What follows belongs to an exercise in optimizing a design on an open flow for small area, a short achievable clock period and few clock cycles; a production flow would make more cautious choices. No activity file was given, so power comes from the tool's default toggle rates.

==> flow/design.v <==
`timescale 1ns/1ns
module CPU (input clk, rst,
            input ld_we, input [4:0] ld_addr, input [7:0] ld_data,
            output st_valid, output [4:0] st_addr, output [7:0] st_data);
  reg [7:0] mem [0:31];
  reg [7:0] stk [0:31];
  reg [4:0] pc, pc1;            
  reg       e_pop;              
  reg       e_jz;               
  reg       e_add, e_sub, e_and;
  reg       r_dn, r_up;         
  reg       t_md, t_nmd, t_s1, t_ns1, t_alu, t_nalu, t_ns0, t_s0;   
  reg       u_ns0, u_alu;       
  reg [4:0] ra;                 
  reg       wen;
  reg [4:0] wa;
  reg [7:0] wd;
  wire [7:0] s0 = stk[0];
  wire [7:0] s1 = stk[1];
  wire [7:0] s2 = stk[2];
  wire taken = e_jz & (s0 == 8'd0);
  assign st_valid = e_pop;
  assign st_addr  = wa;
  assign st_data  = wd;
  always @(posedge clk) begin
    if (wen)
      mem[wa] <= wd;
  end
  wire [7:0] f0 = (wen && wa == pc)  ? wd : mem[pc];
  wire [7:0] f1 = (wen && wa == pc1) ? wd : mem[pc1];
  wire [2:0] o0 = f0[7:5];
  wire [2:0] o1 = f1[7:5];
  wire [4:0] a0 = f0[4:0];
  wire [4:0] a1 = f1[4:0];
  wire i0_push = o0 == 3'b100;
  wire i0_pop  = o0 == 3'b101;
  wire i0_not  = o0 == 3'b011;
  wire i0_alu  = ~o0[2] & ~(o0[1] & o0[0]);
  wire i0_jmp  = o0 == 3'b110;
  wire i0_jz   = o0 == 3'b111;
  wire i1_push = o1 == 3'b100;
  wire i1_not  = o1 == 3'b011;
  wire i1_jmp  = o1 == 3'b110;
  wire hz   = i0_pop & (a0 == pc1);           
  wire x0   = i0_pop | i0_alu | i0_not;
  wire p_j  = ~i0_jmp & i1_jmp & ~hz;          
  wire p_p  = x0 & i1_push & ~hz;              
  wire p_n  = (x0 | i0_push) & i1_not & ~hz;   
  wire same = a0 == a1;                        
  always @(posedge clk, posedge rst) begin
    if (rst) begin
      pc  <= 5'd0;
      pc1 <= 5'd1;
      {e_pop, e_jz, r_dn, r_up, u_ns0, u_alu} <= 6'd0;
      {t_md, t_nmd, t_s1, t_ns1, t_alu, t_nalu, t_ns0} <= 7'd0;
      t_s0 <= 1'b1;
    end else if (taken) begin
      pc  <= wa;
      pc1 <= wa + 5'd1;
      {e_pop, e_jz, r_dn, r_up, u_ns0, u_alu} <= 6'd0;
      {t_md, t_nmd, t_s1, t_ns1, t_alu, t_nalu, t_ns0} <= 7'd0;
      t_s0 <= 1'b1;
    end else begin
      if (i0_jmp) begin
        pc  <= a0;
        pc1 <= a0 + 5'd1;
      end else if (p_j) begin
        pc  <= a1;
        pc1 <= a1 + 5'd1;
      end else if (p_p | p_n) begin
        pc  <= pc1 + 5'd1;
        pc1 <= pc1 + 5'd2;
      end else begin
        pc  <= pc1;
        pc1 <= pc1 + 5'd1;
      end
      e_pop  <= i0_pop;
      e_jz   <= i0_jz;
      r_dn   <= i0_push | (i0_not & p_p);
      r_up   <= (i0_pop | i0_alu) & ~p_p;
      u_ns0  <= i0_not & p_p;
      u_alu  <= i0_alu & p_p;
      t_md   <= (i0_push & ~p_n) | (p_p & ~(i0_pop & same));
      t_nmd  <= i0_push & p_n;
      t_s1   <= i0_pop & ~p_p & ~p_n;
      t_ns1  <= i0_pop & p_n;
      t_alu  <= i0_alu & ~p_p & ~p_n;
      t_nalu <= i0_alu & p_n;
      t_ns0  <= i0_not & ~p_p & ~p_n;
      t_s0   <= i0_jmp | i0_jz | (i0_not & p_n) | (p_p & i0_pop & same);
    end
  end
  always @(posedge clk) begin
    e_add <= o0[1:0] == 2'b00;
    e_sub <= o0[1:0] == 2'b01;
    e_and <= o0[1:0] == 2'b10;
    ra    <= p_p ? a1 : a0;
  end
  wire [7:0] md   = mem[ra];
  wire [7:0] sum  = s0 + s1;
  wire [7:0] diff = ~(~s0 + s1);           
  wire [7:0] alu  = ({8{e_add}} & sum) | ({8{e_sub}} & diff) | ({8{e_and}} & (s0 & s1));
  wire [7:0] top_n = ({8{t_md}}   & md)
                   | ({8{t_nmd}}  & ~md)
                   | ({8{t_s1}}   & s1)
                   | ({8{t_ns1}}  & ~s1)
                   | ({8{t_alu}}  & alu)
                   | ({8{t_nalu}} & ~alu)
                   | ({8{t_ns0}}  & ~s0)
                   | ({8{t_s0}}   & s0);
  always @(posedge clk) begin
    wen <= ld_we | (~rst & ~taken & i0_pop);
    wa  <= ld_we ? ld_addr : a0;
    wd  <= ld_we ? ld_data : top_n;
  end
  integer k;
  always @(posedge clk, posedge rst) begin
    if (rst) begin
      for (k = 0; k < 32; k = k + 1)
        stk[k] <= 8'd0;
    end else begin
      stk[0] <= top_n;
      if (r_dn)
        stk[1] <= u_ns0 ? ~s0 : s0;
      else if (r_up)
        stk[1] <= s2;
      else if (u_alu)
        stk[1] <= alu;
      for (k = 2; k < 32; k = k + 1)
        if (r_dn)
          stk[k] <= stk[k-1];
        else if (r_up)
          stk[k] <= stk[(k+1) % 32];
    end
  end
endmodule
==> flow/config.mk <==
export PLATFORM = sky130hd
export DESIGN_NAME = CPU
export DESIGN_NICKNAME = CPU
export VERILOG_FILES = /design/flow/design.v
export SDC_FILE = /design/flow/constraint.sdc
export NUM_CORES = 4
export LEC_CHECK = 0
export ABC_CLOCK_PERIOD_IN_PS = 2800
export CAP_MARGIN = 20
export CORE_MARGIN = 2
export CORE_UTILIZATION = 60
export CTS_BUF_LIST = sky130_fd_sc_hd__clkbuf_8 sky130_fd_sc_hd__clkbuf_16
export CTS_CLUSTER_DIAMETER = 60
export CTS_CLUSTER_SIZE = 30
export PLACE_DENSITY = 0.7
export SLEW_MARGIN = 20
export SETUP_SLACK_MARGIN = 7.2
export TNS_END_PERCENT = 20
export BUFFER_PORTS_ARGS = -buffer_cell sky130_fd_sc_hd__buf_4
==> flow/constraint.sdc <==
create_clock -name core_clock -period 10.0 [get_ports {clk}]
set_input_delay 2.0000 -clock core_clock [delete_from_list [all_inputs] [get_ports {clk}]]
set_output_delay 2.0000 -clock core_clock [all_outputs]
set_load 0.01 [all_outputs]
standard.sh (not shown) runs the stock make flow with config.mk's settings and CLKGATE_MAP_FILE= SYNTH_SCRIPT=/design/flow/synth_recipe.tcl, a recipe that flattens the netlist after the stock synthesis.
==> flow/flow/run.sh <==
#!/bin/bash
# Standard ORFS layout (the standard.sh, unchanged synthesis), with extra
# settings appended to config.mk: repair_timing aims for a tighter setup slack,
# and the port buffers are plain buffers.
set -e
cat flow/extra.mk >> config.mk
bash standard.sh > standard.log 2>&1
==> flow/flow/extra.mk <==
export SETUP_SLACK_MARGIN = 7.2
export TNS_END_PERCENT = 20
export BUFFER_PORTS_ARGS = -buffer_cell sky130_fd_sc_hd__buf_4
The baseline completed with no timing, DRC or antenna violations.
Then changed:
--- a/flow/design.v
+++ b/flow/design.v
@@ -40,14 +40,22 @@
   wire i0_jz   = o0 == 3'b111;
   wire i1_push = o1 == 3'b100;
   wire i1_not  = o1 == 3'b011;
   wire i1_jmp  = o1 == 3'b110;
-  wire hz   = i0_pop & (a0 == pc1);           
+  wire hz   = i0_pop & (a0[4:3] == pc1[4:3]);
   wire x0   = i0_pop | i0_alu | i0_not;
   wire p_j  = ~i0_jmp & i1_jmp & ~hz;          
   wire p_p  = x0 & i1_push & ~hz;              
   wire p_n  = (x0 | i0_push) & i1_not & ~hz;   
   wire same = a0 == a1;                        
+  wire n_a0 = i0_jmp;
+  wire n_a1 = p_j;
+  wire n_p2 = p_p | p_n;
+  wire n_p1 = ~i0_jmp & ~p_j & ~p_p & ~p_n;
+  wire [4:0] pc2 = pc1 + 5'd1;
+  wire [4:0] pc3 = pc1 + 5'd2;
+  wire [4:0] a0i = a0 + 5'd1;
+  wire [4:0] a1i = a1 + 5'd1;
   always @(posedge clk, posedge rst) begin
     if (rst) begin
       pc  <= 5'd0;
       pc1 <= 5'd1;
@@ -60,21 +68,10 @@
       {e_pop, e_jz, r_dn, r_up, u_ns0, u_alu} <= 6'd0;
       {t_md, t_nmd, t_s1, t_ns1, t_alu, t_nalu, t_ns0} <= 7'd0;
       t_s0 <= 1'b1;
     end else begin
-      if (i0_jmp) begin
-        pc  <= a0;
-        pc1 <= a0 + 5'd1;
-      end else if (p_j) begin
-        pc  <= a1;
-        pc1 <= a1 + 5'd1;
-      end else if (p_p | p_n) begin
-        pc  <= pc1 + 5'd1;
-        pc1 <= pc1 + 5'd2;
-      end else begin
-        pc  <= pc1;
-        pc1 <= pc1 + 5'd1;
-      end
+      pc  <= ({5{n_a0}} & a0) | ({5{n_a1}} & a1) | ({5{n_p2}} & pc2) | ({5{n_p1}} & pc1);
+      pc1 <= ({5{n_a0}} & a0i) | ({5{n_a1}} & a1i) | ({5{n_p2}} & pc3) | ({5{n_p1}} & pc2);
       e_pop  <= i0_pop;
       e_jz   <= i0_jz;
       r_dn   <= i0_push | (i0_not & p_p);
       r_up   <= (i0_pop | i0_alu) & ~p_p;
The new run finished clean. Worst setup slack gets better by 11 ps. Area after synthesis came out lower by 1.9%. Sequential power is about the same. Utilization came out higher by 0.45 points. Final area came out lower by 1.4%.
No functional check of the RTL was part of any run of this note.

## port drivers added, routing unchanged
Ports are ideal in the flow. The routed layouts listed here were re-timed in OpenROAD.
Step 1 assumes that a clkbuf_16 drives the clock port and a buf_2 every other input.
Step 2 times the ports against the registers' clock, not the clock port: input delays grow and output delays shrink by t, the midpoint of the rising clock arrivals with the driver on.
a / b / c = no drivers / after step 1 / after step 2; a / b = the first two.
| run | shift t [ns] | setup slack, ns | hold WS [ns] |
|---|---|---|---|
| the first run | 0.637 | 6.380 / 6.380 / 6.380 | 0.507 / 0.507 / 0.507 |
| the second run | 0.663 | 6.391 / 6.391 / 6.391 | 0.508 / 0.508 / 0.508 |
After both steps setup and hold are still met in every run listed.
